What follows belongs to an exercise in optimizing a design on an open flow for small area; a production flow would make more cautious choices. Function was checked by simulation only, so behaviour that the tests miss may differ from the original. Power and IR drop assume default switching activity.

Design tomasulim, start of the top module:
module tomasulim(CLK, CLR, mem_addr, mem_wdata, mem_we, mem_rdata, cdb_we, cdb_rd, cdb_tag, cdb_data);
	input CLK, CLR;
	output [4:0] mem_addr;
	output [15:0] mem_wdata;
	output mem_we;
	input [15:0] mem_rdata;
	output reg cdb_we;
	output reg [2:0] cdb_rd;
	output [3:0] cdb_tag;
	output reg [15:0] cdb_data;
	reg [2:0] step;
	reg [9:0] counter;
	reg quemSai, quemSai2;
	reg wren;				 
	reg sel;				 
	reg [15:0] Dadolido;
	reg strAddSub, strLoadStore, latencia, WMen, confLoadStore;
	wire confLoad = latencia;	 
	reg [15:0] DadoR;
	reg [1:0] IDas;
	reg [2:0] OPas_rd;
	wire OPas_v = |IDas;	 
	reg [4:0] DadoA;
	reg [1:0] IDls;
	reg [2:0] OPls_rd;
	reg OPls_isst;
	wire OPls_ld = |IDls && !OPls_isst;
	wire OPls_st = |IDls && OPls_isst;
	reg [1:0] ua_cont;
	reg [1:0] ua_id;
	reg [2:0] ua_rd;
	reg [15:0] res_data;
	reg ls_busy;
	reg [4:0] ls_addr;
	reg [1:0] ls_id;
	reg [2:0] ls_rd;
	reg [1:0] confA, confL;
	reg combo_q;
	reg [2:0] tag;
	reg [4:0] pc;
	reg [2:0] frente, tras;
	reg full;
	reg [13:0] instrs [0:7];
	reg [13:0] instr;		 
	reg [15:0] regs [0:7];
	reg [2:0] tags [0:7];
	wire [2:0] op = instr[2:0];
	wire isAS = (op == 3'b001) || (op == 3'b010);
	wire isLS = (op == 3'b011) || (op == 3'b100);
	wire adc = (step != 3'b000) && (step != 3'b001);
	wire rtr = (step == 3'b011);
	wire empty = (frente == tras) && !full;
	wire push = adc && !WMen && !full;
	wire pop = rtr && !empty;
	wire ua_busy = (ua_cont != 2'b00);
	wire confAddSub = (ua_cont == 2'b10);
  ...
==> flow/config.mk <==
export PLATFORM = sky130hd
export DESIGN_NAME = tomasulim
export DESIGN_NICKNAME = tomasulim
export VERILOG_FILES = /design/flow/design.v
export SDC_FILE = /design/flow/constraint.sdc
export NUM_CORES = 4
export LEC_CHECK = 0
export ABC_AREA = 1
export CAP_MARGIN = 20
export CORE_MARGIN = 2
export CORE_UTILIZATION = 50
export CTS_BUF_LIST = sky130_fd_sc_hd__clkbuf_8
export CTS_CLUSTER_DIAMETER = 50
export CTS_CLUSTER_SIZE = 13
export PLACE_DENSITY = 0.65
export SLEW_MARGIN = 20
==> flow/constraint.sdc <==
create_clock -name core_clock -period 10.0 [get_ports {CLK}]
set_input_delay 2.0000 -clock core_clock [delete_from_list [all_inputs] [get_ports {CLK}]]
set_output_delay 2.0000 -clock core_clock [all_outputs]
set_load 0.01 [all_outputs]
standard.sh (not shown) runs the stock make flow with config.mk's settings and CLKGATE_MAP_FILE= SYNTH_SCRIPT=/design/flow/synth_recipe.tcl, a recipe that flattens the netlist after the stock synthesis.
==> flow/flow/run.sh <==
#!/bin/bash
set -euo pipefail
here=$(pwd)
rm -rf "$here/orfs_scripts"
cp -r "$FLOW_HOME/scripts" "$here/orfs_scripts"
cp "$here/flow/abc_area.script" "$here/orfs_scripts/abc_area.script"
bash standard.sh SCRIPTS_DIR="$here/orfs_scripts" ABC_AREA=1 finish > "$here/standard_flow.log" 2>&1
==> flow/flow/abc_area.script <==
strash
balance
rewrite
refactor
balance
rewrite
rewrite -z
balance
refactor -z
rewrite -z
balance
dch -f
amap
strash
dch -f
amap
topo
stime -c
buffer -c
upsize -c
dnsize -c
Edit:
Settings changed: CTS_CLUSTER_DIAMETER 50 to 60, CTS_CLUSTER_SIZE 13 to 16.
The new run produced a clean layout.
Non-clock buffer count does not change.
Worst hold slack gains 16 ps.
Cell count came out lower by 1.1%.
Edit:
--- a/flow/flow/run.sh
+++ b/flow/flow/run.sh
@@ -6,0 +7,2 @@
+sed -i 's/^  -sink_clustering_enable \\$/  -sink_clustering_enable -dont_use_dummy_load \\/' "$here/orfs_scripts/cts.tcl"
+grep -q -- '-dont_use_dummy_load' "$here/orfs_scripts/cts.tcl"
Settings changed: CORE_UTILIZATION 50 to 62, PLACE_DENSITY 0.65 to 0.74.
What happened: The new run produced a clean layout; core utilization rose by 13 points; fmax went up slightly; sequential share of layout area rises by 0.81 points; critical path depth is unchanged; via count rose by a few percent; routed wire length falls slightly.
Edit:
Settings changed: CORE_UTILIZATION 62 to 50, CTS_CLUSTER_SIZE 16 to 18, PLACE_DENSITY 0.74 to 0.65.
Outcome: Setup slack loses 55 ps. Flip-flop and latch count stays the same. Die area came out higher by a quarter to a third. Hold slack hardly moves. Power went down slightly. Non-clock buffer count fell by 1. Combinational power is about the same.


tomasulim, a different RTL version from the one above (not shown whole).
Size in the first run: about 64 I/O pins, about 0.031 sq mm of cells after synthesis.
Design tomasulim, start of the top module:
module tomasulim(CLK, CLR, mem_addr, mem_wdata, mem_we, mem_rdata, cdb_we, cdb_rd, cdb_tag, cdb_data);
==> flow/config.mk <==
export PLATFORM = sky130hd
export DESIGN_NAME = tomasulim
export DESIGN_NICKNAME = tomasulim
export VERILOG_FILES = /design/flow/design.v
export SDC_FILE = /design/flow/constraint.sdc
export NUM_CORES = 4
export LEC_CHECK = 0
export ABC_AREA = 1
export CAP_MARGIN = 20
export CORE_MARGIN = 2
export CORE_UTILIZATION = 50
export CTS_BUF_LIST = sky130_fd_sc_hd__clkbuf_8
export CTS_CLUSTER_DIAMETER = 60
export CTS_CLUSTER_SIZE = 16
export PLACE_DENSITY = 0.65
export SLEW_MARGIN = 20
==> flow/constraint.sdc <==
create_clock -name core_clock -period 10.0 [get_ports {CLK}]
set_input_delay 2.0000 -clock core_clock [delete_from_list [all_inputs] [get_ports {CLK}]]
set_output_delay 2.0000 -clock core_clock [all_outputs]
set_load 0.01 [all_outputs]
==> flow/flow/run.sh <==
#!/bin/bash
set -euo pipefail
here=$(pwd)
rm -rf "$here/orfs_scripts"
cp -r "$FLOW_HOME/scripts" "$here/orfs_scripts"
cp "$here/flow/abc_area.script" "$here/orfs_scripts/abc_area.script"
sed -i 's/^  -sink_clustering_enable \\$/  -sink_clustering_enable -dont_use_dummy_load \\/' "$here/orfs_scripts/cts.tcl"
grep -q -- '-dont_use_dummy_load' "$here/orfs_scripts/cts.tcl"
bash standard.sh SCRIPTS_DIR="$here/orfs_scripts" ABC_AREA=1 "BUFFER_PORTS_ARGS=-buffer_cell sky130_fd_sc_hd__buf_1" finish > "$here/standard_flow.log" 2>&1
Scripts as last shown in full above: flow/flow/abc_area.script
Rerun with:
--- a/flow/flow/run.sh
+++ b/flow/flow/run.sh
@@ -9 +9 @@
-bash standard.sh SCRIPTS_DIR="$here/orfs_scripts" ABC_AREA=1 "BUFFER_PORTS_ARGS=-buffer_cell sky130_fd_sc_hd__buf_1" finish > "$here/standard_flow.log" 2>&1
+bash standard.sh SCRIPTS_DIR="$here/orfs_scripts" ABC_AREA=1 finish > "$here/standard_flow.log" 2>&1
Outcome: Final cell count hardly moves. Worst setup slack gets better by 0.17 ns. Die area stays the same. Area after synthesis stays the same. Maximum frequency went up by 2.4%. Design area went up by 1.1%. Utilization went up by 0.59 points. Synthesized cell count is unchanged.
Rerun with:
--- a/flow/flow/run.sh
+++ b/flow/flow/run.sh
@@ -9 +9 @@
-bash standard.sh SCRIPTS_DIR="$here/orfs_scripts" ABC_AREA=1 finish > "$here/standard_flow.log" 2>&1
+bash standard.sh SCRIPTS_DIR="$here/orfs_scripts" ABC_AREA=1 "BUFFER_PORTS_ARGS=-buffer_cell sky130_fd_sc_hd__buf_1" finish > "$here/standard_flow.log" 2>&1
What happened: The changed run went through all stages and came out clean; synthesized area stays the same; die area is unchanged; design area drops slightly; final cell count is about the same; clock skew goes up by 0.011 ns; global-route usage hardly moves.
Rerun with:
--- a/flow/flow/abc_area.script
+++ b/flow/flow/abc_area.script
@@ -13 +13 @@
-amap
+amap -F 2 -A 8
@@ -16 +16 @@
-amap
+amap -F 2 -A 8
The new run ran to the end with no violations.
Clock power is about the same.
Synthesized area barely changes.
Routed wire length hardly moves.
Setup slack loses 0.17 ns.


run a:
Starting RTL as in the previous note.
export LEC_CHECK = 0
export ABC_AREA = 1
export CAP_MARGIN = 0
export CORE_MARGIN = 2
export CORE_UTILIZATION = 50
export CTS_BUF_LIST = sky130_fd_sc_hd__clkbuf_8
export CTS_CLUSTER_DIAMETER = 60
export CTS_CLUSTER_SIZE = 16
export PLACE_DENSITY = 0.65
export SLEW_MARGIN = 0
create_clock -name core_clock -period 10.0 [get_ports {CLK}]
==> flow/flow/run.sh <==
#!/bin/bash
set -euo pipefail
here=$(pwd)
rm -rf "$here/orfs_scripts"
cp -r "$FLOW_HOME/scripts" "$here/orfs_scripts"
cp "$here/flow/abc_area.script" "$here/orfs_scripts/abc_area.script"
sed -i 's/^  -sink_clustering_enable \\$/  -sink_clustering_enable -dont_use_dummy_load \\/' "$here/orfs_scripts/cts.tcl"
grep -q -- '-dont_use_dummy_load' "$here/orfs_scripts/cts.tcl"
bash standard.sh SCRIPTS_DIR="$here/orfs_scripts" ABC_AREA=1 "BUFFER_PORTS_ARGS=-buffer_cell sky130_fd_sc_hd__buf_1" finish > "$here/standard_flow.log" 2>&1
==> flow/flow/abc_area.script <==
strash
balance
rewrite
refactor
balance
rewrite
rewrite -z
balance
refactor -z
rewrite -z
balance
dch -f
amap -F 2 -A 8
strash
dch -f
amap -F 2 -A 8
topo
stime -c
buffer -c
upsize -c
dnsize -c
For run b, these inputs were changed with respect to run a:
--- a/flow/flow/run.sh
+++ b/flow/flow/run.sh
@@ -9 +9 @@
-bash standard.sh SCRIPTS_DIR="$here/orfs_scripts" ABC_AREA=1 "BUFFER_PORTS_ARGS=-buffer_cell sky130_fd_sc_hd__buf_1" finish > "$here/standard_flow.log" 2>&1
+bash standard.sh SCRIPTS_DIR="$here/orfs_scripts" ABC_AREA=1 finish > "$here/standard_flow.log" 2>&1
--- a/flow/flow/abc_area.script
+++ b/flow/flow/abc_area.script
@@ -13 +13 @@
-amap -F 2 -A 8
+amap
@@ -16 +16 @@
-amap -F 2 -A 8
+amap
--- a/flow/config.mk
+++ b/flow/config.mk
@@ -9 +9 @@
-export CAP_MARGIN = 0
+export CAP_MARGIN = 20
@@ -12,3 +12,3 @@
-export CTS_BUF_LIST = sky130_fd_sc_hd__clkbuf_8
-export CTS_CLUSTER_DIAMETER = 60
-export CTS_CLUSTER_SIZE = 16
+export CTS_BUF_LIST = sky130_fd_sc_hd__clkbuf_4 sky130_fd_sc_hd__clkbuf_8
+export CTS_CLUSTER_DIAMETER = 50
+export CTS_CLUSTER_SIZE = 12
@@ -16 +16 @@
-export SLEW_MARGIN = 0
+export SLEW_MARGIN = 20
[summary]
Cmp run b vs run a: data required time at the worst endpoint lower in run b. Run b — achievable frequency about 4.5% higher, run a as reference. A slowest cell on the critical path of sky130_fd_sc_hd__o31ai_1 is what run a shows, while sky130_fd_sc_hd__o31ai_2 belongs to run b. Compared with run a, layout buffer count excluding clock buffers in run b increased slightly. Delta (run b minus run a): power share of the clock group went up by 1.8 points; number of signal-net inverters in the final layout down about 3%.

==> port drivers added, routing unchanged <==
Ports are ideal in the flow. The routed layouts listed here were re-timed in OpenROAD.
Step 1 assumes that a clkbuf_16 drives the clock port and a buf_2 every other input.
Step 2 moves the port delays by t, midway between the first and last clock arrival at a register: inputs arrive t later, outputs are due t later. That takes back most of the time a late clock gives input paths.
Three values: ideal ports, drivers, drivers and shift; two values: the first two.
run	shift t [ns]	setup WS [ns]	latest minus earliest clock arrival (ns)
the first run of note 1	0.745	2.724 / 2.724 / 2.724	0.050 / 0.050
the second run of note 1	0.752	2.726 / 2.726 / 2.726	0.057 / 0.057
the third run of note 1	0.740	2.769 / 2.769 / 2.769	0.101 / 0.101
the fourth run of note 1	0.711	2.713 / 2.713 / 2.713	0.090 / 0.090
the first run of note 2	0.747	3.016 / 3.016 / 3.016	0.090 / 0.090
the second run of note 2	0.729	3.182 / 3.182 / 3.182	0.105 / 0.105
the third run of note 2	0.747	3.016 / 3.016 / 3.016	0.090 / 0.090
the fourth run of note 2	0.738	2.843 / 2.843 / 2.843	0.085 / 0.085
run a	0.736	2.859 / 2.859 / 2.859	0.063 / 0.062
run b	0.703	3.169 / 3.169 / 3.169	0.077 / 0.077
After both steps setup and hold are still met in every run listed.
